This is an optimization exercise on Yosys and OpenROAD, whose aim is small area, not a production implementation.
Function was checked by simulation only, so behaviour that the tests miss may differ from the original.
No activity file was given, so power comes from the tool's default toggle rates.

Design calc_logic, start of the top module:
module calc_logic(
   input clk,
   input rst,
   input [4:0] keycode,
   input newkey,
   output [15:0] Xdisplay,
   output LED_NEG_digit,
   output LED_OVW
   );
clock: 8.0 ns
lec_check: 0
cap_margin: 20
core_margin: 2
core_utilization: 40
gpl_timing_driven: 0
slew_margin: 20
synth_hierarchical: 1
synth_minimum_keep_size: 0
standard.sh (not shown) runs the stock make flow with config.mk's settings and CLKGATE_MAP_FILE= SYNTH_SCRIPT=/design/flow/synth_recipe.tcl, a recipe that flattens the netlist after the stock synthesis.
==> flow/flow/run.sh <==
#!/bin/bash
# Standard ORFS layout (the standard.sh, standard synthesis unchanged) with two
# layout-only tweaks: plain buf_1 port buffers and no CTS dummy loads.
set -euo pipefail
bash standard.sh \
  "BUFFER_PORTS_ARGS=-buffer_cell sky130_fd_sc_hd__buf_1" \
  "CTS_ARGS=-sink_clustering_enable -repair_clock_nets -buf_list sky130_fd_sc_hd__clkbuf_8 -dont_use_dummy_load" \
  finish > flow_make.log 2>&1
The baseline finished with timing, DRC and antenna clean.
Change:
CORE_UTILIZATION = 30   (was 40)
GPL_TIMING_DRIVEN = not set   (was 0)
Total power drops by 0.69%; routed wire length goes down by 0.38%; worst setup slack improves by 65 ps.
Change:
--- a/flow/flow/run.sh
+++ b/flow/flow/run.sh
@@ -7 +7 @@
-  "CTS_ARGS=-sink_clustering_enable -repair_clock_nets -buf_list sky130_fd_sc_hd__clkbuf_8 -dont_use_dummy_load" \
+  "CTS_ARGS=-sink_clustering_enable -repair_clock_nets -buf_list sky130_fd_sc_hd__clkbuf_16 -dont_use_dummy_load -sink_clustering_size 40 -sink_clustering_max_diameter 500" \
CORE_UTILIZATION = 40   (was 30)
Register-to-register slack is better by 40 ps.
Clock power rises by 59%.
Setup slack is better by 3.9 ps.

* * *

the previous run:
calc_logic again, from the RTL that the note above started with.
Design calc_logic, start of the top module:
module calc_logic(
   input clk,
   input rst,
   input [4:0] keycode,
   input newkey,
   output [15:0] Xdisplay,
   output LED_NEG_digit,
   output LED_OVW
   );
clock: 8.0 ns
lec_check: 0
cap_margin: 20
core_margin: 2
core_utilization: 40
slew_margin: 20
synth_hierarchical: 1
synth_minimum_keep_size: 0
==> flow/flow/run.sh <==
#!/bin/bash
# Standard ORFS layout (the standard.sh, standard synthesis unchanged) with three
# layout-only tweaks: plain buf_1 port buffers, no CTS dummy loads, and a power/area
# recovery pass (downsizing of gates off the critical path) after global routing.
set -euo pipefail
bash standard.sh \
  "BUFFER_PORTS_ARGS=-buffer_cell sky130_fd_sc_hd__buf_1" \
  "CTS_ARGS=-sink_clustering_enable -repair_clock_nets -buf_list sky130_fd_sc_hd__clkbuf_8 -dont_use_dummy_load" \
  "RECOVER_POWER=100" \
  finish > flow_make.log 2>&1
### the previous run -> the current run
Settings: SLEW_MARGIN: 20 -> 0; CAP_MARGIN: 20 -> 0.
==> flow/flow/run.sh <==
#!/bin/bash
# Standard ORFS layout (the standard.sh, standard synthesis unchanged) with two
# layout-only tweaks: plain buf_1 port buffers and no CTS dummy loads.
set -euo pipefail
bash standard.sh \
  "BUFFER_PORTS_ARGS=-buffer_cell sky130_fd_sc_hd__buf_1" \
  "CTS_ARGS=-sink_clustering_enable -repair_clock_nets -buf_list sky130_fd_sc_hd__clkbuf_8 -dont_use_dummy_load" \
  finish > flow_make.log 2>&1
Results
- Summary — time the final worst path needs with I/O delays and setup, the current run relative to the previous run: higher, by 6.2 ps.
- Changes observed in the current run relative to the previous run: measured slew at the worst slew-check pin shows an increase of 22 ps, power consumption shows no meaningful change, count of cell types in the netlist shows no meaningful change.
- Routed wire in the current run totals less than in the previous run.

* * *

Setup of the reference run:
Another version of the RTL of calc_logic (not shown whole).
Size: roughly 38 flip-flops, ~5200 µm² of cells after synthesis.
Settings: LEC_CHECK=0, CAP_MARGIN=20, CORE_MARGIN=2, CORE_UTILIZATION=40, CTS_BUF_LIST=sky130_fd_sc_hd__clkbuf_4, SLEW_MARGIN=20, SYNTH_HIERARCHICAL=1, SYNTH_MINIMUM_KEEP_SIZE=0; clock period 8.0 ns.
run.sh (not shown) runs the stock make flow with config.mk's settings and CLKGATE_MAP_FILE= SYNTH_SCRIPT=/design/flow/synth_recipe.tcl, a recipe that flattens the netlist after the stock synthesis.
Stock flow here: none of the scripts above is used.
### the reference run -> the trial run
Settings: changing CTS_BUF_LIST from sky130_fd_sc_hd__clkbuf_4 to sky130_fd_sc_hd__clkbuf_8.
==> flow/flow/run.sh (new file) <==
#!/bin/bash
# Standard ORFS layout (the standard.sh, standard synthesis unchanged) with three
# layout-only tweaks: plain buf_1 port buffers, no CTS dummy loads, and a power/area
# recovery pass (downsizing of gates off the critical path) after global routing.
set -euo pipefail
bash standard.sh \
  "BUFFER_PORTS_ARGS=-buffer_cell sky130_fd_sc_hd__buf_1" \
  "CTS_ARGS=-sink_clustering_enable -repair_clock_nets -buf_list sky130_fd_sc_hd__clkbuf_8 -dont_use_dummy_load" \
  "RECOVER_POWER=100" \
  finish > flow_make.log 2>&1
==> flow/standard.sh (new file) <==
#!/bin/bash
# synth_recipe.tcl (not shown) runs the flow's synth.tcl, then flattens the netlist and writes it again
# the make line also repeats each setting of config.mk as NAME=value (left out here)
make -C /OpenROAD-flow-scripts/flow DESIGN_CONFIG=/design/flow/config.mk WORK_HOME=/design/flow/orfs CLKGATE_MAP_FILE= SYNTH_SCRIPT=/design/flow/synth_recipe.tcl "${@:-finish}"
removed: flow/run.sh
--- outcome ---
Synthesis-to-layout area growth: the trial run vs the reference run down 5.0 points. Against the reference run, final wirelength in the trial run rose slightly. Diff the reference run -> the trial run | minimum period implied by the final worst setup slack | decrease of 27 ps. From the reference run to the trial run the numbers moved as follows: sequential share of layout area climbed 0.84 points, wire length on met1 dropped 310 µm.

==> port drivers added, routing unchanged <==
The flow's constraints put no driver on any port. The routed layouts listed below were extracted and timed again, unchanged, in two steps.
Step 1 (the two cells are an assumption about what drives the block):
set clk [get_ports {clk}]
set_driving_cell -lib_cell sky130_fd_sc_hd__clkbuf_16 $clk
set_driving_cell -lib_cell sky130_fd_sc_hd__buf_2 [delete_from_list [all_inputs] $clk]
Step 2 times the ports against the registers' clock, not the clock port: input delays grow and output delays shrink by t, the midpoint of the rising clock arrivals with the driver on.
Slacks: ideal / step 1 / step 2; pairs: ideal / step 1.
run	t (ns)	slack for setup (ns)	hold WS [ns]	latest minus earliest clock arrival (ns)
the first run of note 1	0.330	0.353 / 0.364 / 0.034	0.518 / 0.518 / 0.518	0.020 / 0.021
the second run of note 1	0.336	0.418 / 0.430 / 0.094	0.517 / 0.517 / 0.517	0.021 / 0.021
the third run of note 1	0.312	0.422 / 0.432 / 0.120	0.523 / 0.523 / 0.523	0.005 / 0.005
the previous run	0.320	0.436 / 0.443 / 0.123	0.524 / 0.524 / 0.524	0.008 / 0.008
the current run	0.319	0.430 / 0.437 / 0.118	0.525 / 0.525 / 0.525	0.006 / 0.006
the reference run	0.395	0.605 / 0.617 / 0.222	0.539 / 0.539 / 0.539	0.009 / 0.010
the trial run	0.325	0.632 / 0.639 / 0.315	0.542 / 0.542 / 0.542	0.014 / 0.013
After both steps setup and hold are still met in every run listed. The setup slack of the reference run, which loses most, moves by +0.012 ns with the drivers and by -0.383 ns with both steps.
